Background: an optimization exercise with open tools, aiming at small area and a short achievable clock period. Do not read the settings as production practice.
At most, simulation tests tie the RTL to the original design; equivalence was not proved.
The clock input has no modelled driver; a real chip could not lean on it and would need a root buffer or a full tree.

Design adc_display, start of the top module:
module adc_display(
    input         clk,
    input         ready,
    input  [15:0] data,
    output [15:0] LED,
    output [3:0]  dig0,
    output [3:0]  dig1,
    output [3:0]  dig2,
    output [3:0]  dig3,
    output [3:0]  dig4,
    output [3:0]  dig5,
    output [3:0]  dig6
);
==> module frac_digits_lo, before the edit <==
module frac_digits_lo(input [9:0] x2, output [3:0] d3, d2, d1, d0);
    wire [8:0] x3;
    wire [7:0] x4;
    wire [6:0] x5;
    wire       c3_3, c4_3, c6_4;
    assign x3[1:0] = x2[1:0];
    half_add h3(.a(x2[2]), .b(x2[0]), .s(x3[2]), .co(c3_3));
    times_five_hi #(10, 3) s3(.x(x2), .cin(c3_3), .s(x3[8:3]), .d(d3));
    assign x4[2:0] = x2[2:0];
    assign c4_3 = x3[2] & x3[0];
    times_five_hi #(9, 3) s4(.x(x3), .cin(c4_3), .s(x4[7:3]), .d(d2));
    assign x5[2:0] = x3[2:0];
    times_five_hi #(8, 3) s5(.x(x4), .cin(c3_3), .s(x5[6:3]), .d(d1));
    times_five_last #(7, 3) s6(.x(x5), .cin(c4_3), .d(d0));
endmodule
Settings: LEC_CHECK=0, CAP_MARGIN=20, CORE_MARGIN=2, CORE_UTILIZATION=40, SLEW_MARGIN=20, SYNTH_HIERARCHICAL=1; clock period 25.0 ns.
standard.sh (not shown) runs the stock make flow with config.mk's settings and CLKGATE_MAP_FILE= SYNTH_SCRIPT=/design/flow/synth_recipe.tcl, a recipe that flattens the netlist after the stock synthesis.
==> flow/flow/run.sh <==
#!/bin/bash
# The standard layout, with three changes to how it is built:
# - the port buffers are the smallest plain buffer (buf_1) instead of the delay
#   buffer that buffer_ports picks on its own;
# - clock tree synthesis inserts no dummy load cells;
# - after clock tree synthesis, one root buffer drives every flip-flop
#   (flow/cts_hook.tcl), in place of a root and two leaf buffers.
set -euo pipefail
export BUFFER_PORTS_ARGS="-buffer_cell sky130_fd_sc_hd__buf_1"
export CTS_ARGS="-sink_clustering_enable -repair_clock_nets -dont_use_dummy_load"
export POST_CTS_TCL="$(pwd)/flow/cts_hook.tcl"
export CLOCK_ROOT_CELL=sky130_fd_sc_hd__clkbuf_16
bash standard.sh finish > standard.log 2>&1
==> flow/flow/cts_hook.tcl <==
# After clock tree synthesis: the design has few flip-flops, so drive all of
# them from the root clock buffer (upsized so their clock slew stays low) and
# remove the leaf buffers of the tree.
set block [ord::get_db_block]
set root [$block findInst clkbuf_0_clk]
set rootnet [[$root findITerm X] getNet]
foreach it [$rootnet getITerms] {
  set inst [$it getInst]
  if {$inst eq $root} { continue }
  if {![string match "*clkbuf*" [[$inst getMaster] getName]]} { continue }
  set leafnet [[$inst findITerm X] getNet]
  foreach sink [$leafnet getITerms] {
    if {[$sink getInst] eq $inst} { continue }
    $sink disconnect
    $sink connect $rootnet
  }
  puts "clock hook: removed [$inst getName]"
  odb::dbInst_destroy $inst
  odb::dbNet_destroy $leafnet
}
$root swapMaster [[ord::get_db] findMaster $::env(CLOCK_ROOT_CELL)]
puts "clock hook: root [$root getName] is [[$root getMaster] getName], driving [llength [$rootnet getITerms]] pins"
detailed_placement
estimate_parasitics -placement
report_clock_skew
The first run ran to the end with no violations.
==> next run, changes <==
--- a/flow/design.v
+++ b/flow/design.v
@@ -75,11 +75,11 @@
 endmodule
 module frac_digits_lo(input [9:0] x2, output [3:0] d3, d2, d1, d0);
     wire [8:0] x3;
     wire [7:0] x4;
     wire [6:0] x5;
-    wire       c3_3, c4_3, c6_4;
+    wire       c3_3, c4_3;
     assign x3[1:0] = x2[1:0];
     half_add h3(.a(x2[2]), .b(x2[0]), .s(x3[2]), .co(c3_3));
     times_five_hi #(10, 3) s3(.x(x2), .cin(c3_3), .s(x3[8:3]), .d(d3));
     assign x4[2:0] = x2[2:0];
     assign c4_3 = x3[2] & x3[0];
The new run completed with no timing, DRC or antenna violations.
Global-route usage stays the same.
Routed wire length stays the same.
Die area is unchanged.
Clock-buffer cell count does not change.
Cell count is unchanged.
Core utilization is unchanged.
First-iteration DRC count stays the same.
Synthesized area stays the same.
The RTL of the first run of this note was laid out without a check of its function.

static timing again, ports no longer ideal:
The results above use ideal ports. As a check the final layouts listed here were re-extracted and re-timed, cells and wires unchanged. Step 1: set_driving_cell puts a clkbuf_16 on clk and a buf_2 on each other input, an assumption about the parent block. Step 2 times the ports against the registers' clock, not the clock port: input delays grow and output delays shrink by t, the midpoint of the rising clock arrivals with the driver on. Slacks: ideal / step 1 / step 2; pairs: ideal / step 1.
| run | shift t [ns] | slack for setup (ns) | worst register clock-pin slew, ns |
|---|---|---|---|
| the first run | 0.174 | 15.303 / 15.276 / 15.308 | 0.08 / 0.08 |
| the second run | 0.174 | 15.303 / 15.276 / 15.308 | 0.08 / 0.08 |
After both steps every run listed still meets setup and hold.
